Background: an optimization exercise with open tools, aiming at small area and a short achievable clock period. Do not read the settings as production practice.
The RTL was checked by simulation tests, not by an equivalence proof against the original design.
Power is estimated from default activity; no workload was simulated.

==> flow/design.v <==
`timescale 1ns / 1ps
module myCPU (
    input           cpu_rst,
    input           cpu_clk,
    output [31:0] pc,
    input  [31:0] instruction,
    output [31:0] perip_addr,
    output        perip_wen,
    output [1:0]  perip_mask,
    output [31:0] perip_wdata,      
    input  [31:0] perip_rdata       
);
    localparam LB   = 3'b000;
    localparam LH   = 3'b001;
    localparam LW   = 3'b010;
    localparam LBU  = 3'b100;
    localparam LHU  = 3'b101;
    localparam SB   = 3'b000;
    localparam SH   = 3'b001;
    localparam SW   = 3'b010;
    wire [2:0] datamem_op;
    reg [1:0] perip_mask_reg;
    wire [31:0] datamem_datar;  
    wire [31:0] datamem_dataw;  
    cputop u_cputop (
        .clk                 (cpu_clk),   
        .rst_n               (~cpu_rst),
        .instrmem_instr_addr (pc),
        .instrmem_instr_data (instruction),
        .datamem_datar       (datamem_datar),  
        .datamem_w_en        (perip_wen),
        .datamem_addr        (perip_addr),
        .datamem_op          (datamem_op),
        .datamem_dataw       (datamem_dataw)  
    );
    always @(*) begin
        case (datamem_op)
            SB:   perip_mask_reg = 2'b00;
            SH:   perip_mask_reg = 2'b01;
            SW:   perip_mask_reg = 2'b11;
            LB:   perip_mask_reg = 2'b00;
            LH:   perip_mask_reg = 2'b01;
            LW:   perip_mask_reg = 2'b11;
            LBU:  perip_mask_reg = 2'b00;
            LHU:  perip_mask_reg = 2'b01;
            default: perip_mask_reg = 2'b11;
        endcase
    end
    assign perip_mask = perip_mask_reg;
    reg [31:0] datamem_datar_reg;
    always @(*) begin
        case (datamem_op)
            LB: begin
                case (perip_addr[1:0])
                    2'b00: datamem_datar_reg = {{24{perip_rdata[7]}},  perip_rdata[7:0]};
                    2'b01: datamem_datar_reg = {{24{perip_rdata[15]}}, perip_rdata[15:8]};
                    2'b10: datamem_datar_reg = {{24{perip_rdata[23]}}, perip_rdata[23:16]};
                    2'b11: datamem_datar_reg = {{24{perip_rdata[31]}}, perip_rdata[31:24]};
                endcase
            end
            LH: begin
                case (perip_addr[1])
                    1'b0: datamem_datar_reg = {{16{perip_rdata[15]}}, perip_rdata[15:0]};
                    1'b1: datamem_datar_reg = {{16{perip_rdata[31]}}, perip_rdata[31:16]};
                endcase
            end
            LBU: begin
                case (perip_addr[1:0])
                    2'b00: datamem_datar_reg = {24'b0, perip_rdata[7:0]};
                    2'b01: datamem_datar_reg = {24'b0, perip_rdata[15:8]};
                    2'b10: datamem_datar_reg = {24'b0, perip_rdata[23:16]};
                    2'b11: datamem_datar_reg = {24'b0, perip_rdata[31:24]};
                endcase
            end
            LHU: begin
                case (perip_addr[1])
                    1'b0: datamem_datar_reg = {16'b0, perip_rdata[15:0]};
                    1'b1: datamem_datar_reg = {16'b0, perip_rdata[31:16]};
                endcase
            end
            default: datamem_datar_reg = perip_rdata;
        endcase
    end
    assign datamem_datar = datamem_datar_reg;
    reg [31:0 ] perip_wdata_reg;
    always @(*) begin
        case (datamem_op)
            SB: begin
                case (perip_addr[1:0])
                    2'b00: perip_wdata_reg = {perip_rdata[31:8], datamem_dataw[7:0]};     
                    2'b01: perip_wdata_reg = {perip_rdata[31:16], datamem_dataw[7:0], perip_rdata[7:0]};  
                    2'b10: perip_wdata_reg = {perip_rdata[31:24], datamem_dataw[7:0], perip_rdata[15:0]};  
                    2'b11: perip_wdata_reg = {datamem_dataw[7:0], perip_rdata[23:0]};     
                endcase
            end
            SH: begin
                case (perip_addr[1])
                    1'b0: perip_wdata_reg = {perip_rdata[31:16], datamem_dataw[15:0]};    
                    1'b1: perip_wdata_reg = {datamem_dataw[15:0], perip_rdata[15:0]};     
                endcase
            end
            SW: begin
                perip_wdata_reg = datamem_dataw;   
            end
            default: begin
                perip_wdata_reg = perip_rdata;    
            end
        endcase
    end
    assign perip_wdata = perip_wdata_reg;
endmodule
module cputop(
    input         clk,
    input         rst_n,
    output [31:0] instrmem_instr_addr,
    input  [31:0] instrmem_instr_data,
    input  [31:0] datamem_datar, 
    output        datamem_w_en,
    output [31:0] datamem_addr,
    output [2:0]  datamem_op,
    output [31:0] datamem_dataw
);
    wire        stall;     
    wire        brunch_taken;    
    wire        update_en;       
    wire        flush;               
    wire        update_en_o;
    wire        brunch_taken_o;       
    wire [31:0] ifid_instr;
    wire [31:0] ifid_instr_addr;
    wire ifid_s_flag;
    wire [31:0] decoder_imm;
    wire        decoder_imm_en;
    wire [6:0]  decoder_op;
    wire [7:0]  decoder_funct7;
    wire [2:0]  decoder_funct3;
    wire [4:0]  decoder_rd;
    wire        decoder_rd_en;
    wire [4:0]  decoder_mem_op;
    wire        decoder_jump_en;
    wire [4:0]  decoder_rs1;
    wire        decoder_rs1_en;
    wire [4:0]  decoder_rs2;
    wire        decoder_rs2_en;
    wire [31:0] regbag_data1;
    wire [31:0] regbag_data2;
    wire [6:0]  idex_op;
    wire [7:0]  idex_funct7;
    wire [2:0]  idex_funct3;
    wire [4:0]  idex_rd;
    wire        idex_rd_en;
    wire [31:0] idex_imm;
    wire        idex_imm_en;
    wire [31:0] idex_data1;
    wire [31:0] idex_data2;
    wire [4:0]  idex_mem_op;
    wire        idex_jump_en;
    wire [31:0] idex_pc;
    wire        idex_rs1_en;
    wire        idex_rs2_en;
    wire [4:0]  idex_rs1;
    wire [4:0]  idex_rs2;
    wire idex_s_flag;
    wire [31:0] ex_result;
    wire [31:0] ex_result_addr;
    wire [31:0] ex_correctpc;
    wire [31:0] ex_datamem_dataw;
    wire        exmem_wb_en;
    wire [31:0] exmem_result;
    wire [31:0] exmem_result_addr;
    wire        exmem_read_en;
    wire [4:0]  exmem_rd;
    wire        exmem_s_flag;
    wire [4:0]  exmem_mem_op;
    wire        memwb_wb_en;
    wire [31:0] memwb_result;
    wire [4:0]  memwb_rd;
    wire        memwb_flag;
    assign datamem_op=exmem_mem_op[2:0];
    assign datamem_w_en=exmem_mem_op[3];
    assign datamem_addr=exmem_result_addr;
    IF_top IF_top_inst(
        .clk(clk),
        .rst_n(rst_n),
        .instr_data(instrmem_instr_data),
        .stall(stall),
        .brunch_taken(brunch_taken_o),
        .update_en(update_en_o),
        .flush(flush),
        .checkpre_flush_addr(ex_correctpc),  
        .pc(instrmem_instr_addr)
    );
    ifidreg ifidreg_inst (
        .clk(clk),
        .rst_n(rst_n),
        .checkpre_flush(flush),
        .feedforward_stall(stall),
        .instrmem_instr_data(instrmem_instr_data),
        .instr_addr_i(instrmem_instr_addr),
        .decoder_instr(ifid_instr),
        .instr_addr_o(ifid_instr_addr),
        .s_flag(ifid_s_flag)
    );
    decoder decoder_inst (
        .instr(ifid_instr),
        .imm(decoder_imm),
        .imm_en(decoder_imm_en),
        .op(decoder_op),
        .funct7(decoder_funct7),
        .funct3(decoder_funct3),
        .rd_addr(decoder_rd),
        .rd_en(decoder_rd_en),        
        .mem_op(decoder_mem_op),
        .jump_en(decoder_jump_en),
        .rs1_addr(decoder_rs1),
        .rs1_en(decoder_rs1_en),
        .rs2_addr(decoder_rs2),
        .rs2_en(decoder_rs2_en)
    );
    regbag regbag_inst (
        .clk(clk),
        .rst_n(rst_n),
        .decoder_r_en1(decoder_rs1_en),
        .decoder_r_addr1(decoder_rs1),
        .idexreg_r_data1(regbag_data1),
        .decoder_r_en2(decoder_rs2_en),
        .decoder_r_addr2(decoder_rs2),
        .idexreg_r_data2(regbag_data2),
        .wb_w_en(memwb_wb_en),
        .wb_w_addr(memwb_rd),
        .wb_w_data(memwb_result)
    );
    idexreg idexreg_inst (
        .clk(clk),
        .rst_n(rst_n),
        .checkpre_flush(flush),
        .feedforward_stall(stall),
        .s_flag_i(ifid_s_flag),
        .regbag_data1(regbag_data1),
        .regbag_data2(regbag_data2),
        .en1_i(decoder_rs1_en),
        .en2_i(decoder_rs2_en),
        .decoder_en1_i(decoder_rs1_en),
        .decoder_en2_i(decoder_rs2_en),
        .imm_i(decoder_imm),
        .imm_en_i(decoder_imm_en),
        .rd_i(decoder_rd),
        .rd_en_i(decoder_rd_en),
        .op_i(decoder_op),
        .funct7_i(decoder_funct7),
        .funct3_i(decoder_funct3),
        .mem_op_i(decoder_mem_op),
        .jump_en_i(decoder_jump_en),
        .pc_i(ifid_instr_addr),
        .rs1_i(decoder_rs1),
        .rs2_i(decoder_rs2),
        .op_o(idex_op),
        .funct7_o(idex_funct7),
        .funct3_o(idex_funct3),
        .rd_o(idex_rd),
        .rd_en_o(idex_rd_en),
        .imm_o(idex_imm),
        .imm_en_o(idex_imm_en),
        .data1_o(idex_data1),
        .en1_o(idex_rs1_en),
        .data2_o(idex_data2),
        .en2_o(idex_rs2_en),
        .mem_op_o(idex_mem_op),
        .jump_en_o(idex_jump_en),
        .pc_o(idex_pc),
        .rs1_o(idex_rs1),
        .rs2_o(idex_rs2),
        .s_flag_o(idex_s_flag)
    );
    ex ex_inst (
        .clk(clk),
        .rst_n(rst_n),
        .en1(idex_rs1_en),
        .en2(idex_rs2_en),
        .imm_en(idex_imm_en),
        .rd_en(idex_rd_en),
        .rd(idex_rd),
        .rs1(idex_rs1),          
        .rs2(idex_rs2),          
        .imm(idex_imm),
        .data1(idex_data1),
        .data2(idex_data2),
        .mem_op(idex_mem_op),
        .jump_en(idex_jump_en),
        .op(idex_op),
        .funct7(idex_funct7),
        .funct3(idex_funct3),
        .exdata(exmem_result),         
        .memdata(memwb_result),      
        .pc(idex_pc),
        .nextpc(ifid_instr_addr),    
        .s_flag(idex_s_flag),
        .exresult(ex_result),
        .result_address(ex_result_addr),
        .stall(stall),
        .flush(flush),
        .correctpc(ex_correctpc),
        .update_en(update_en), 
        .brunch_taken(brunch_taken),
        .datamem_dataw(ex_datamem_dataw)
    );
    exmemreg exmemreg_inst (
        .clk(clk),
        .rst_n(rst_n),
        .stall(stall),
        .result_i(ex_result),
        .rd_i(idex_rd),
        .wb_en_i(idex_rd_en),
        .read_en_i(idex_mem_op[4]),  
        .update_en_i(update_en),
        .brunch_taken_i(brunch_taken),
        .s_flag_i(idex_s_flag),
        .result_addr_i(ex_result_addr),
        .exmem_mem_op_i(idex_mem_op),
        .exmem_datamem_dataw_i(ex_datamem_dataw),
        .wb_en_o(exmem_wb_en),
        .result_o(exmem_result),
        .read_en_o(exmem_read_en),
        .rd_o(exmem_rd),
        .update_en_o(update_en_o),
        .brunch_taken_o(brunch_taken_o),
        .s_flag_o(exmem_s_flag),
        .result_addr_o(exmem_result_addr),
        .exmem_mem_op_o(exmem_mem_op),
        .exmem_datamem_dataw_o(datamem_dataw)
    );
    memwbreg memwbreg_inst (
        .clk(clk),
        .rst_n(rst_n),
        .wb_en(exmem_wb_en),
        .rd(exmem_rd),
        .result(exmem_read_en ? datamem_datar : exmem_result),  
        .s_flag_i(exmem_s_flag),
        .regbag_w_data(memwb_result),
        .regbag_w_addr(memwb_rd),
        .regbag_w_en(memwb_wb_en),
        .s_flag_o(memwb_flag)
    );
endmodule
module regbag (
    input         clk,       
    input         rst_n,      
    input         decoder_r_en1,      
    input  [4:0]  decoder_r_addr1,    
    output [31:0] idexreg_r_data1,    
    input         decoder_r_en2,      
    input  [4:0]  decoder_r_addr2,    
    output [31:0] idexreg_r_data2,    
    input         wb_w_en,       
    input  [4:0]  wb_w_addr,    
    input  [31:0] wb_w_data      
);
reg [31:0] register [1:31];   
integer i;
always @(posedge clk) begin
    if (!rst_n) begin
        for (i = 1; i < 32; i = i + 1) begin
            register[i] <= 32'b0;
        end
    end
    else if (wb_w_en && (wb_w_addr != 5'b0)) begin
        register[wb_w_addr] <= wb_w_data;
    end
end
assign idexreg_r_data1 = (!decoder_r_en1) ? 32'b0 :          
                        (decoder_r_addr1 == 5'b0) ? 32'b0 :   
                        (wb_w_en && (wb_w_addr == decoder_r_addr1)) ? wb_w_data :
                        register[decoder_r_addr1];            
assign idexreg_r_data2 = (!decoder_r_en2) ? 32'b0 :          
                        (decoder_r_addr2 == 5'b0) ? 32'b0 :   
                        (wb_w_en && (wb_w_addr == decoder_r_addr2)) ? wb_w_data :
                        register[decoder_r_addr2];            
endmodule
module IF_top(
    input         clk,                
    input         rst_n,               
    input  [31:0] instr_data,          
    input         stall,
    input  wire        brunch_taken,   
    input  wire        update_en,      
    input         flush,               
    input  [31:0] checkpre_flush_addr, 
    output [31:0] pc                    
);
    wire [31:0] new_PC_addr;           
    wire        new_addr_en;           
    wire        pred_f_en;            
    wire        btb_hit;               
    wire [31:0] predicted_target_addr; 
    wire        jxx, bxx;             
    PC_reg pc_reg_inst (
        .clk          (clk),
        .rst_n        (rst_n),
        .new_addr_en  (new_addr_en),
        .new_PC_addr  (new_PC_addr),
        .pc           (pc)
    );
    PC_MUX pc_mux_inst (
        .pc                   (pc),
        .pred_f_en            (pred_f_en),
        .pred_f_addr          (predicted_target_addr),   
        .btb_hit              (btb_hit),
        .checkpre_flush        (flush),
        .checkpre_flush_addr  (checkpre_flush_addr),
        .new_PC_addr          (new_PC_addr)
    );
    PC_enable pc_enable_inst (
        .data_hazard_stall    (stall),
        .control_hazard_stall (stall),
        .new_addr_en          (new_addr_en)
    );
    assign jxx = 1'b0;
    assign bxx = 1'b0;
    assign pred_f_en = 1'b0;
    assign btb_hit = 1'b0;
    assign predicted_target_addr = 32'b0;
endmodule
module PC_reg (                          
    input         clk,        
    input         rst_n,       
    input         new_addr_en,        
    input  [31:0] new_PC_addr,          
    output reg [31:0] pc     
);
    always @(posedge clk) begin
        if(!rst_n) begin
            pc <= 32'h0000_0000;  
        end else if (new_addr_en) begin
            pc <= new_PC_addr;  
        end 
    end
endmodule
module PC_MUX(
    input  [31:0] pc,   
    input         pred_f_en,        
    input  [31:0] pred_f_addr,     
    input         btb_hit,       
    input         checkpre_flush,       
    input  [31:0] checkpre_flush_addr,    
    output reg [31:0] new_PC_addr
);
    always @(*) begin
        if (checkpre_flush) begin
           new_PC_addr = checkpre_flush_addr; 
        end else if (pred_f_en && btb_hit) begin
            new_PC_addr = pred_f_addr; 
        end else begin
            new_PC_addr = pc + 4;  
        end
    end
endmodule
module PC_enable(
    input        data_hazard_stall,
    input        control_hazard_stall,
    output       new_addr_en 
);
assign new_addr_en = !data_hazard_stall && !control_hazard_stall;  
endmodule
module decoder (
    input  [31:0] instr,          
    output [31:0] imm,           
    output        imm_en,        
    output [6:0]  op,             
    output [7:0]  funct7,         
    output [2:0]  funct3,         
    output [4:0]  rd_addr,       
    output        rd_en,         
    output [4:0]  mem_op,         
    output        jump_en,       
    output [4:0]  rs1_addr,       
    output        rs1_en,         
    output [4:0]  rs2_addr,       
    output        rs2_en          
);
    assign op      = instr[6:0];
    assign funct3  = instr[14:12];
    assign funct7  = {1'b0, instr[31:25]};  
    assign rd_addr = instr[11:7];
    assign rs1_addr= instr[19:15];
    assign rs2_addr= instr[24:20];
    wire [31:0] i_imm = {{20{instr[31]}}, instr[31:20]};                     
    wire [31:0] s_imm = {{20{instr[31]}}, instr[31:25], instr[11:7]};        
    wire [31:0] b_imm = {{20{instr[31]}}, instr[7], instr[30:25], instr[11:8], 1'b0};  
    wire [31:0] u_imm = {instr[31:12], 12'b0};                               
    wire [31:0] j_imm = {{12{instr[31]}}, instr[19:12], instr[20], instr[30:21], 1'b0};  
    wire is_rtype = (op == 7'b0110011);  
    wire is_itype = (op == 7'b0010011) ||  
                    (op == 7'b0000011) ||  
                    (op == 7'b1100111);    
    wire is_stype = (op == 7'b0100011);    
    wire is_btype = (op == 7'b1100011);    
    wire is_utype = (op == 7'b0110111) ||  
                    (op == 7'b0010111);     
    wire is_jtype = (op == 7'b1101111);    
    assign imm = is_itype ? i_imm :
                 is_stype ? s_imm :
                 is_btype ? b_imm :
                 is_utype ? u_imm :
                 is_jtype ? j_imm : 32'b0;
    assign jump_en = (op == 7'b1100111) || (op == 7'b1101111) || (op == 7'b1100011);  
    assign imm_en  = is_itype || is_stype || is_btype || is_utype || is_jtype;
    assign rd_en   = !is_stype && !is_btype;  
    assign rs1_en  = !is_utype && !is_jtype && (rs1_addr != 5'b0);  
    assign rs2_en  = is_rtype || is_stype || is_btype;  
    reg [2:0] mem_op_reg;
    reg load;
    reg store;
    always @(*) begin
        if (op == 7'b0000011) begin           
            case (funct3)
                3'b000: mem_op_reg = 3'b000;  
                3'b001: mem_op_reg = 3'b001;  
                3'b010: mem_op_reg = 3'b010;  
                3'b100: mem_op_reg = 3'b100;  
                3'b101: mem_op_reg = 3'b101;  
                default: mem_op_reg = 3'b111; 
            endcase
            load=1'd1;
            store=1'd0;
        end
        else if (op == 7'b0100011) begin      
            case (funct3)
                3'b000: mem_op_reg = 3'b000;  
                3'b001: mem_op_reg = 3'b001;  
                3'b010: mem_op_reg = 3'b010;  
                default: mem_op_reg = 3'b111; 
            endcase
            store=1'd1;
            load=1'd0;
        end
        else begin
            mem_op_reg = 3'b111;             
            load=1'd0;
            store=1'd0;
        end
    end
    assign mem_op[2:0] = mem_op_reg;
    assign mem_op[4]=load; 
    assign mem_op[3]=store; 
endmodule
module ex (
    input clk, 
    input rst_n,
    input en1,
    input en2,
    input imm_en,
    input rd_en,
    input [4:0] rd,
    input [4:0] rs1,
    input [4:0] rs2,
    input [31:0] imm,
    input [31:0] data1,
    input [31:0] data2,
    input [4:0] mem_op,
    input jump_en,
    input [6:0] op,
    input [7:0] funct7,
    input [2:0] funct3,
    input [31:0] exdata,
    input [31:0] memdata,
    input [31:0] pc, 
    input [31:0] nextpc, 
    input s_flag,
    output [31:0] exresult,
    output [31:0] result_address, 
    output stall,
    output flush,
    output [31:0] correctpc,
    output brunch_taken,
    output update_en,
    output [31:0] datamem_dataw
);
    localparam OP_ADD  = 4'b0000;
    localparam OP_SUB  = 4'b0001;
    localparam OP_SLL  = 4'b0010;
    localparam OP_SLT  = 4'b0011;
    localparam OP_SLTU = 4'b0100;
    localparam OP_XOR  = 4'b0101;
    localparam OP_SRL  = 4'b0110;
    localparam OP_SRA  = 4'b0111;
    localparam OP_OR   = 4'b1000;
    localparam OP_AND  = 4'b1001;
    reg load_reg;
    always@(posedge clk)
    begin
        if(!rst_n)
            load_reg<=1'b0;
        else
            load_reg<=mem_op[4];
    end
    wire load = load_reg;
    reg [3:0] alu_op;
    wire [31:0] alu_result;
    wire [31:0] op1, op2;
    wire zero;
    wire stall1;
always @(*) begin
    case (op)
        7'b0110011: begin
            case (funct3)
                3'b000: alu_op = (funct7[5] ? OP_SUB : OP_ADD);   
                3'b001: alu_op = OP_SLL;    
                3'b010: alu_op = OP_SLT;    
                3'b011: alu_op = OP_SLTU;   
                3'b100: alu_op = OP_XOR;    
                3'b101: alu_op = (funct7[5] ? OP_SRA : OP_SRL);   
                3'b110: alu_op = OP_OR;     
                3'b111: alu_op = OP_AND;    
                default: alu_op = OP_ADD;
            endcase
        end
        7'b0010011: begin
            case (funct3)
                3'b000: alu_op = OP_ADD;    
                3'b001: alu_op = OP_SLL;    
                3'b010: alu_op = OP_SLT;    
                3'b011: alu_op = OP_SLTU;   
                3'b100: alu_op = OP_XOR;    
                3'b101: alu_op = (funct7[5] ? OP_SRA : OP_SRL);   
                3'b110: alu_op = OP_OR;     
                3'b111: alu_op = OP_AND;    
                default: alu_op = OP_ADD;
            endcase
        end
        7'b0000011, 7'b0100011: alu_op = OP_ADD;  
        7'b1100011: begin
            case (funct3)
                3'b000: alu_op = OP_SUB;   
                3'b001: alu_op = OP_SUB;   
                3'b100: alu_op = OP_SLT;   
                3'b101: alu_op = OP_SLT;   
                3'b110: alu_op = OP_SLTU;  
                3'b111: alu_op = OP_SLTU;  
                default: alu_op = OP_SUB;
            endcase
        end
        7'b1101111, 7'b1100111: alu_op = OP_ADD;  
        default: alu_op = OP_ADD;
    endcase
end
    feedforward ff (
        .clk(clk),
        .rst_n(rst_n),
        .rs1(rs1),
        .rs2(rs2),
        .imm(imm),
        .data1(data1),
        .data2(data2),
        .rs1_en(en1),
        .rs2_en(en2),
        .load(load),
        .opcode(op),
        .pc(pc),
        .decode_rd(rd), 
        .rd_en(rd_en),
        .exdata(exdata),
        .memdata(memdata),
        .stall(stall1),
        .op1(op1),
        .op2(op2),
        .datamem_dataw(datamem_dataw)
    );
    alu alu_unit (
        .a(op1),
        .b(op2),
        .alu_op(alu_op),
        .result(alu_result),
        .zero(zero)
    );
    reg [31:0] correctpcreg;
    reg jumpflag;
    always@(*)
    begin 
        jumpflag=1'b0;
        if(op[6:0]==7'b1100011) begin
        case(funct3)
            3'b000:jumpflag=zero;
            3'b001:jumpflag=!zero;
            3'b100:jumpflag=!zero;
            3'b110:jumpflag=!zero;
            3'b101:jumpflag=zero;
            3'b111:jumpflag=zero;
        endcase
        correctpcreg=jumpflag?(pc+imm):(pc+4);
        end
        else if (op[6:0]==7'b1101111) begin
            correctpcreg=alu_result;
        end
        else if (op[6:0]==7'b1100111) begin
            correctpcreg=alu_result;
        end
        else begin
            correctpcreg=pc+4;
        end
    end
    assign stall=s_flag?1'b0:stall1;
    assign flush=s_flag?1'b0:(jump_en?((correctpc!=nextpc)?1'b1:1'b0):1'b0);
    assign correctpc=correctpcreg;
    assign result_address=(op == 7'b0100011||op == 7'b0000011)?alu_result:32'd0; 
    assign exresult = (op == 7'b0010111) ? (pc + imm) :   
                 (op == 7'b0110111) ? imm :      
                 (op == 7'b1101111 || op == 7'b1100111) ? (pc + 4) :  
                 (op == 7'b0100011) ? op2 : alu_result;       
    assign update_en=jump_en;
    assign brunch_taken=jumpflag;
endmodule
module alu (
    input  [31:0] a,           
    input  [31:0] b,           
    input  [3:0]  alu_op,      
    output reg [31:0] result, 
    output zero                
);
    localparam OP_ADD  = 4'b0000;   
    localparam OP_SUB  = 4'b0001;   
    localparam OP_SLL  = 4'b0010;   
    localparam OP_SLT  = 4'b0011;   
    localparam OP_SLTU = 4'b0100;   
    localparam OP_XOR  = 4'b0101;   
    localparam OP_SRL  = 4'b0110;   
    localparam OP_SRA  = 4'b0111;   
    localparam OP_OR   = 4'b1000;   
    localparam OP_AND  = 4'b1001;   
    wire [4:0] shamt = b[4:0];
    always @(*) begin
        case (alu_op)
            OP_ADD:  result = a + b;                    
            OP_SUB:  result = a - b;                    
            OP_SLL:  result = a << shamt;                
            OP_SLT:  result = ($signed(a) < $signed(b)) ? 32'd1 : 32'd0; 
            OP_SLTU: result = (a < b) ? 32'd1 : 32'd0;  
            OP_XOR:  result = a ^ b;                     
            OP_SRL:  result = a >> shamt;                
            OP_SRA:  result = $signed(a) >>> shamt;      
            OP_OR:   result = a | b;                     
            OP_AND:  result = a & b;                     
            default: result = 32'b0;                     
        endcase
    end
    assign zero = (result == 32'b0);
endmodule
module feedforward( 
    input clk,  
    input rst_n,
    input [4:0] rs1,
    input [4:0] rs2,
    input [31:0] imm,
    input [31:0] data1,
    input [31:0] data2,
    input rs1_en,
    input rs2_en,
    input load,
    input [6:0] opcode,
    input [31:0] pc,
    input [4:0] decode_rd,
    input rd_en,
    input [31:0] exdata,
    input [31:0] memdata,
    output stall,
    output [31:0] op1,
    output [31:0] op2,
    output [31:0] datamem_dataw
);
reg [14:0] rd;
reg [2:0]  en;
wire alu_imm_en;
assign alu_imm_en= (opcode == 7'b0010011 || opcode == 7'b0000011 || opcode == 7'b1100111 || opcode == 7'b0100011); 
    wire rs1_dep_ex  = (rs1 == rd[4:0]) && rs1_en && en[0];   
    wire rs1_dep_mem = (rs1 == rd[9:5]) && rs1_en && en[1];    
    wire rs2_dep_ex  = (rs2 == rd[4:0]) && rs2_en && en[0];    
    wire rs2_dep_mem = (rs2 == rd[9:5]) && rs2_en && en[1];    
always@(posedge clk)
begin
    if(!rst_n)
    begin
        rd[14:0]<=15'd0;
        en[2:0]<=3'd0;
    end
    else begin
        rd[14:0]<={rd[9:0],decode_rd};
        en[2:0]<={en[1:0],rd_en};
    end
end
assign stall=load&(rs2_dep_ex |rs1_dep_ex);
 reg [31:0] op1_selected, op2_selected;
 reg [31:0] datamem_dataw_reg;
    always @(*) begin
        datamem_dataw_reg = data2;
        if (opcode == 7'b1101111) begin
            op1_selected = pc;
            op2_selected = imm;
        end
        else begin
            if (rs1_dep_ex)       op1_selected = exdata;    
            else if (rs1_dep_mem) op1_selected = memdata;  
            else op1_selected=data1;
            if (alu_imm_en) begin
                op2_selected = imm;   
            end else if (rs2_dep_ex) begin
                op2_selected = exdata;
            end else if (rs2_dep_mem) begin
                op2_selected = memdata;
            end
            else op2_selected=data2;
            if (rs2_dep_ex)       datamem_dataw_reg = exdata;    
            else if (rs2_dep_mem) datamem_dataw_reg = memdata;  
            else datamem_dataw_reg=data2;
        end
    end
    assign op1 = op1_selected;
    assign op2 = op2_selected;
    assign datamem_dataw=datamem_dataw_reg;
endmodule
module memwbreg(
    input         clk,              
    input         rst_n,            
    input         s_flag_i,
    input         wb_en,            
    input  [4:0]  rd,               
    input  [31:0] result,            
    output [31:0] regbag_w_data,    
    output [4:0]  regbag_w_addr,    
    output        regbag_w_en,       
    output        s_flag_o
);
reg [31:0] result_reg;    
reg [4:0]  rd_reg;        
reg        wb_en_reg;     
reg        s_flag_reg;
always @(posedge clk) begin
    if (!rst_n) begin
        result_reg <= 32'h0;
        rd_reg     <= 5'h0;
        wb_en_reg  <= 1'b0;
        s_flag_reg <= 1'b1;
    end
    else begin
        result_reg <= result;
        rd_reg     <= rd;
        wb_en_reg  <= wb_en&&~s_flag_i;
        s_flag_reg <= s_flag_i;
    end
end
assign regbag_w_data = result_reg;  
assign regbag_w_addr = rd_reg;      
assign regbag_w_en   = wb_en_reg;   
assign s_flag_o=s_flag_reg;
endmodule
module exmemreg(
    input         clk,          
    input         rst_n,        
    input         stall,
    input         s_flag_i,
    input  [31:0] result_i,      
    input  [4:0]  rd_i,         
    input         wb_en_i,      
    input         read_en_i,
    input         update_en_i,
    input         brunch_taken_i,
    input [31:0]  result_addr_i,
    input [4:0]        exmem_mem_op_i,
    input [31:0] exmem_datamem_dataw_i,
    output        wb_en_o,      
    output [31:0] result_o,     
    output [4:0]  rd_o,          
    output        read_en_o,
    output         update_en_o,
    output         brunch_taken_o,
    output         s_flag_o,
    output [31:0]  result_addr_o,
    output [4:0]   exmem_mem_op_o,
    output [31:0] exmem_datamem_dataw_o
);
reg [31:0] result_reg;     
reg [31:0] result_addr_reg;
reg [4:0]  rd_reg;        
reg        wb_en_reg;     
reg        read_en_reg;
reg        update_en_reg;
reg        brunch_taken_reg;
reg        s_flag_reg;
reg [4:0]  mem_op_reg;
reg [31:0] exmem_datamem_dataw_reg;
always @(posedge clk) begin
    if (!rst_n) begin
        result_reg <= 32'h0;
        rd_reg     <= 5'h0;
        wb_en_reg  <= 1'b0;
        read_en_reg<= 1'b0;
        update_en_reg<= 1'b0;
        brunch_taken_reg<= 1'b0;
        s_flag_reg<=1'b1;
        result_addr_reg<=1'b0;
        mem_op_reg<=5'b0;
        exmem_datamem_dataw_reg<=32'b0;
    end
    else begin
        result_reg <= result_i;
        rd_reg     <= rd_i;
        wb_en_reg  <= wb_en_i;
        read_en_reg<=read_en_i;
        update_en_reg<=update_en_i;
        brunch_taken_reg<=brunch_taken_i;
        result_addr_reg<=result_addr_i;
        s_flag_reg<=s_flag_i||stall;
        mem_op_reg<=exmem_mem_op_i;
        exmem_datamem_dataw_reg<=exmem_datamem_dataw_i;
    end
end
assign result_o = result_reg;
assign rd_o     = rd_reg;
assign wb_en_o  = wb_en_reg;
assign read_en_o= read_en_reg;
assign update_en_o=update_en_reg;
assign brunch_taken_o=brunch_taken_reg;
assign s_flag_o=s_flag_reg;
assign result_addr_o=result_addr_reg;
assign exmem_mem_op_o=mem_op_reg;
assign exmem_datamem_dataw_o=exmem_datamem_dataw_reg;
endmodule
module ifidreg(
    input clk,
    input rst_n,
    input [31:0] instrmem_instr_data,
    input checkpre_flush,
    input feedforward_stall,
    input [31:0] instr_addr_i,
    output [31:0] decoder_instr,
    output [31:0] instr_addr_o,
    output s_flag
);
    reg [31:0] pipeline_reg;
    reg [31:0] addr_reg;  
    reg s_flag_reg;
    always @(posedge clk) begin
        if (!rst_n) begin
            pipeline_reg <= 32'h00000013;   
            addr_reg <= 32'd0;
            s_flag_reg <=1'b1;
        end
        else begin
            s_flag_reg<=checkpre_flush;
            casez ({checkpre_flush, feedforward_stall})
                2'b1?: begin
                    pipeline_reg <= 32'h00000013;
                    addr_reg <= 32'd0;
                end
                2'b01: begin
                end
                default: begin
                    pipeline_reg <= instrmem_instr_data;
                    addr_reg <= instr_addr_i;
                end
            endcase
        end
    end
    assign decoder_instr = pipeline_reg;
    assign instr_addr_o = addr_reg;  
    assign s_flag=s_flag_reg;
endmodule
module idexreg(
    input clk,
    input rst_n,
    input checkpre_flush,
    input feedforward_stall,
    input s_flag_i,
    input [31:0] regbag_data1,
    input [31:0] regbag_data2,
    input en1_i,
    input en2_i,
    input decoder_en1_i,
    input decoder_en2_i,
    input [31:0] imm_i,
    input imm_en_i,
    input [4:0] rd_i,
    input rd_en_i,
    input [6:0] op_i,
    input [7:0] funct7_i,
    input [2:0] funct3_i,
    input [4:0] mem_op_i,
    input jump_en_i,
    input [31:0] pc_i,
    input [4:0] rs1_i,
    input [4:0] rs2_i,
    output [6:0] op_o,
    output [7:0] funct7_o,
    output [2:0] funct3_o,
    output [4:0] rd_o,
    output rd_en_o,
    output [31:0] imm_o,
    output imm_en_o,
    output [31:0] data1_o,
    output en1_o,
    output [31:0] data2_o,
    output en2_o,
    output [4:0] mem_op_o,
    output jump_en_o,
    output [31:0] pc_o,
    output [4:0] rs1_o,
    output [4:0] rs2_o,
    output s_flag_o
);
reg [31:0] data1_reg;
reg [31:0] data2_reg;
reg en1_reg;
reg en2_reg;
reg [31:0] imm_reg;
reg imm_en_reg;
reg [4:0] rd_reg;
reg rd_en_reg;
reg [6:0] op_reg;
reg [7:0] funct7_reg;
reg [2:0] funct3_reg;
reg [4:0] mem_op_reg;
reg jump_en_reg;
reg [31:0] pc_reg;
reg s_flag_reg;
reg [4:0] rs1_reg;
reg [4:0] rs2_reg;
always @(posedge clk) begin
    if (!rst_n) begin
        data1_reg <= 32'h0;
        data2_reg <= 32'h0;
        en1_reg <= 1'b0;
        en2_reg <= 1'b0;
        imm_reg <= 32'h0;
        imm_en_reg <= 1'b0;
        rd_reg <= 5'h0;
        rd_en_reg <= 1'b0;
        op_reg <= 7'b0010011;  
        funct7_reg <= 8'h0;
        funct3_reg <= 3'b0;
        mem_op_reg <= 5'h0;
        jump_en_reg <= 1'b0;
        pc_reg <= 32'h0;
        s_flag_reg<=1'b1;
        rs1_reg <= 5'h0;
        rs2_reg <= 5'h0;
    end
    else begin
        s_flag_reg<=s_flag_i||checkpre_flush;
        casez ({checkpre_flush, feedforward_stall})
            2'b1?: begin  
                data1_reg <= 32'h0;
                data2_reg <= 32'h0;
                en1_reg <= 1'b0;
                en2_reg <= 1'b0;
                imm_reg <= 32'h0;
                imm_en_reg <= 1'b0;
                rd_reg <= 5'h0;
                rd_en_reg <= 1'b0;
                op_reg <= 7'b0010011;  
                funct7_reg <= 8'h0;
                funct3_reg <= 3'b0;
                mem_op_reg <= 5'h0;
                jump_en_reg <= 1'b0;
                pc_reg <= pc_i;  
                rs1_reg <= 5'b0;
                rs2_reg <= 5'b0;
            end
            2'b01: begin  
            end
            default: begin 
                data1_reg <= regbag_data1;
                data2_reg <= regbag_data2;
                en1_reg <= decoder_en1_i & en1_i;
                en2_reg <= decoder_en2_i & en2_i;
                imm_reg <= imm_i;
                imm_en_reg <= imm_en_i;
                rd_reg <= rd_i;
                rd_en_reg <= rd_en_i;
                op_reg <= op_i;
                funct7_reg <= funct7_i;
                funct3_reg <= funct3_i;
                mem_op_reg <= mem_op_i;
                jump_en_reg <= jump_en_i;
                pc_reg <= pc_i;
                rs1_reg <= rs1_i;
                rs2_reg <= rs2_i;
            end
        endcase
    end
end
assign op_o = op_reg;
assign funct7_o = funct7_reg;
assign funct3_o = funct3_reg;
assign rd_o = rd_reg;
assign rd_en_o = rd_en_reg;
assign imm_o = imm_reg;
assign imm_en_o = imm_en_reg;
assign data1_o = data1_reg;
assign en1_o = en1_reg;
assign data2_o = data2_reg;
assign en2_o = en2_reg;
assign mem_op_o = mem_op_reg;
assign jump_en_o = jump_en_reg;
assign pc_o = pc_reg;
assign s_flag_o=s_flag_reg;
assign rs1_o = rs1_reg;
assign rs2_o = rs2_reg;
endmodule
==> flow/run.sh <==
#!/bin/bash
# synth_recipe.tcl (not shown) runs the flow's synth.tcl, then flattens the netlist and writes it again
# the make line also repeats each setting of config.mk as NAME=value (left out here)
make -C /OpenROAD-flow-scripts/flow DESIGN_CONFIG=/design/flow/config.mk WORK_HOME=/design/flow/orfs CLKGATE_MAP_FILE= SYNTH_SCRIPT=/design/flow/synth_recipe.tcl finish
==> flow/config.mk <==
export PLATFORM = sky130hd
export DESIGN_NAME = myCPU
export DESIGN_NICKNAME = myCPU
export VERILOG_FILES = /design/flow/design.v
export SDC_FILE = /design/flow/constraint.sdc
export NUM_CORES = 4
export LEC_CHECK = 0
export CAP_MARGIN = 20
export CORE_MARGIN = 2
export CORE_UTILIZATION = 40
export SLEW_MARGIN = 20
==> flow/constraint.sdc <==
create_clock -name core_clock -period 13.0 [get_ports {cpu_clk}]
set_input_delay 2.6000 -clock core_clock [delete_from_list [all_inputs] [get_ports {cpu_clk}]]
set_output_delay 2.6000 -clock core_clock [all_outputs]
set_load 0.01 [all_outputs]
==> results.yml <==
floorplan:
  initial_core_util_pct: 40.3
  die_w_microns: 474
  dieHeight_microns: 474
  core_region_area_sq_um: 220000
  rows: 172
  ioPinCount: 165
  die-area_sq_um: 225000
final_layout:
  largest_reg_flops: 1024
  drive_gt1_share_pct: 17.9
  final_nets: 8368
  area_growth_pct: 13.4
  top_register: "u_cputop.regbag_inst.register"
  post-route-util_pct: 45.7
  fillers: 20219
timing:
  finalCriticalPeriod_ns: 12.17
  rsz0062_at_grt: "false"
  tightestPinTransition_ns: 1.39
  drv_slew: 0
  period_share_pct: 93.6
  finalSetupViolCount: 0
  fmax_mhz: 82.1
  hold_viol_final: 0
  setup_tns_ns: 0
  max-slew-margin-rel_pct: 7.57
  finalClockSkew_ns: 0.0473
synthesis:
  synth_fa_ha_area_share_pct: 1.95
  async_reset_ff_share_pct: 0
  synth_area_leaders: "edfxtp_1, mux4_2, dfxtp_1"
  ys_types: 118
  synth_seq_cells: 1442
  yosys_warnings: 12
  synth_cells: 8197
  synth_common_cells: "edfxtp_1, and2_1, mux4_2"
  syn-cell-area_sq_um: 88500
  synth_mux_area_share_pct: 18.4
  synth_xor_area_share_pct: 1.29
  synth_top_family_by_area: "multiplexers"
  yosysMostFrequentCell: "edfxtp_1"
  synth-simple-area-share_pct: 17.4
  ys.flop_type: "edfxtp_1"
  synth_compound_area_share_pct: 12.7
  synth_area_per_cell_sq_um: 10.8
  synth_edf_count: 1024
  netlist.area_leader.share_pct: 34.7
  yosysSeqAreaShare_pct: 44.2
  yosysTopAreaCell: "edfxtp_1"
cts:
  htreeDepth: 4
  root_buffer: "clkbuf_16"
  postCtsHoldBufs: 0
  ctsResizeCount: 0
  cts_tree: "built"
  cts_buffers: 164
  post-cts-setup-buffers: 0
  clkTransAtPathRegs_ns: 0.06
  clkLatencyLatePin_ns: 0.86
  clock_sinks: 1442
  clock_path_buffers: 3
power_and_ir_drop:
  combPwrFrac_pct: 16.7
  intPower_w: 0.00837
  switching_power_w: 0.00353
  pwr-share-seq_pct: 44.1
  vdd_drop_max_uv: 154
  clkPwrFrac_pct: 39.2
  p_leak_nw: 35.0
  sw_frac_of_total_pct: 29.7
  p_per_area_nw_per_um2: 119
critical_path:
  slowest_stage: "mux2i_1"
  critPathKind: "flip-flop to flip-flop"
  worst_ep_required_time_ns: 13.76
  crit_path_start_kind: "flip-flop"
  r2r_start: "u_cputop.idexreg_inst.rs2_reg[0]"
  cp-end-kind: "flip-flop"
  worst_ep_arrival_time_ns: 12.94
  max_stage_delay_ns: 0.99
  rr_worst_depth: 30
  reg2reg_slack_ns: 0.83
  path_max_fanout: 101
  r2r-end: "u_cputop.idexreg_inst.mem_op_reg[1]"
placement:
  place.gp.congestion: 1.06
  io_buffers: 164
  dpl.hpwl_microns: 286000
grt:
  grt_pass1_vias: 72337
  antenna_found_initial: 33
  grt_max_degree: 107
  overflow: 0
  grt_usage_pct: 37.0
  grt_pass1_wl_microns: 583000
detailed_routing:
  drt_iter0_drc: 10362
  first_pass_iters: 8
  drt_wl_total_microns: 424000
  via_per_inst: 6.68
  wl_per_cell_microns: 37.6
  drtAntennaViolNets: 0
  vias: 75409
  drc: 0
flow_run:
  drv_cap: 0
hold_path:
  hold_depth: 1
  holdCritStartpoint: "u_cputop.ifidreg_inst.s_flag_reg"
  min_path_type: "flip-flop to flip-flop"
  holdPathEnd: "u_cputop.idexreg_inst.s_flag_reg"
outcome:
  outcome: "timing/DRC/antenna clean"
power groups by stage:
stage	Sequential [W]	Clock [W]	Combinational, W
CTS	0.00524	0.00471	0.00192
global route	0.00526	0.00488	0.00203
global placement	0.00532	0	0.00192
finish	0.00525	0.00467	0.00199
floorplan	0.00524	0	0.00112
detailed placement	0.00533	0	0.00191
kinds of logic after synthesis:
group,Yosys count
muxes,825
and+or+nand+nor,2992
xor gates and xnor gates,130
AOI/OAI and AO/OA,1748
adders and majority gates,136
other,1
buffers and inverters,923
DFF,1442
worst max-delay path: cells and delay by family, from the launching register on:
kind / cells / cell delay [ns]
AOI/OAI and AO/OA: 10 / 4.11
xor gates and xnor gates: 1 / 0.15
adders and majority gates: 1 / 0.50
buffers and inverters: 5 / 1.15
DFF: 1 / 0.39
muxes: 1 / 0.99
and+or+nand+nor: 12 / 4.64
metrics by stage:
| step | cell area, sq um | hold slack [ns] | setup WS [ns] | total power [W] | cells |
|---|---|---|---|---|---|
| detailed placement | 94800 | 0.401 | 1.24 | 0.00724 | 10952 |
| finish | 100000 | 0.414 | 0.827 | 0.0119 | 11284 |
| CTS | 100000 | 0.421 | 1.22 | 0.0119 | 11247 |
| global route | 100000 | 0.448 | 0.648 | 0.0122 | 11269 |
| global placement | 94800 | 0.398 | 1.27 | 0.00723 | 10950 |
| floorplan | 88600 | 0.367 | 4.56 | 0.00636 | 8228 |
final cells by class:
class | count | area [sq um] | share of cell area [%]
clock inverter | 78 | 853 | 0.850
antenna | 31 | 77.6 | 0.0773
timing repair buffer | 525 | 4500 | 4.49
inverter | 170 | 641 | 0.638
clock buffer | 217 | 4530 | 4.51
sequential | 1442 | 39200 | 39.0
multi-input combinational | 5863 | 46900 | 46.7
tap | 2958 | 3700 | 3.69
metal layers:
metal	global-route usage (%)	part of all wire [%]	vias to the layer above	wire (microns)
met5	0	0.022	-	93
met4	26.5	8.5	16	36000
met3	7.17	9.1	1388	38800
met2	59.4	47	5151	197000
met1	44.6	36	37935	152000
li1	-	-	30919	-
placed cells by master, fill, tap and decap left out, types with 36 or more instances in the layout:
cell type	synthesis	routed
a211oi_1	135	133
a21oi_1	567	567
a31oi_1	55	53
mux4_2	644	644
dfxtp_1	418	394
nand2_1	614	609
nor4_1	68	65
clkdlybuf4s50_1	0	163
clkbuf_16	0	167
buf_4	8	343
edfxtp_1	1024	1024
nor2b_1	52	50
o22ai_1	36	36
o21ai_0	380	347
ha_1	133	133
o211ai_1	67	67
inv_1	166	163
a22oi_1	64	63
nand3_1	281	278
nand4_1	64	64
mux2i_1	171	171
nor2_1	558	522
xor2_1	38	38
xnor2_1	91	90
and2_1	901	901
nor3_1	263	257
worst max path at each step:
stage                     slack (ns)  cells past startpoint                        startpoint                                       to
after floorplan                 4.56                     33   u_cputop.idexreg_inst.op_reg[5]  u_cputop.IF_top_inst.pc_reg_inst.pc[11]
after global placement          1.27                     30  u_cputop.idexreg_inst.rs2_reg[3]      u_cputop.idexreg_inst.mem_op_reg[0]
after detailed placement        1.24                     30  u_cputop.idexreg_inst.rs2_reg[4]      u_cputop.idexreg_inst.mem_op_reg[1]
after CTS                       1.22                     30  u_cputop.idexreg_inst.rs2_reg[3]      u_cputop.idexreg_inst.mem_op_reg[1]
after global routing            0.65                     30  u_cputop.idexreg_inst.rs2_reg[4]      u_cputop.idexreg_inst.mem_op_reg[1]
final                           0.83                     30  u_cputop.idexreg_inst.rs2_reg[0]      u_cputop.idexreg_inst.mem_op_reg[1]

-- separate check: timing with driven ports --
In the flow no input, the clock included, has a driving cell. The finished layout below was timed again as built, in two steps. Step 1, drivers: a clkbuf_16 drives cpu_clk and a buf_2 each remaining input, both assumed. Step 2, shift: input delay + t, output delay - t, t = (earliest + latest rising clock arrival at the registers) / 2. This alone moves slack from input paths to output paths. a / b / c = ideal / step 1 / step 2; a / b = the first two.
t (ns): 0.944
slack for setup (ns): 0.827 / 0.827 / 0.827
worst setup path after step 2: register to register
After both steps this run still meets setup and hold. The setup slack of this run moves by 0.000 ns with the drivers and by 0.000 ns with both steps.
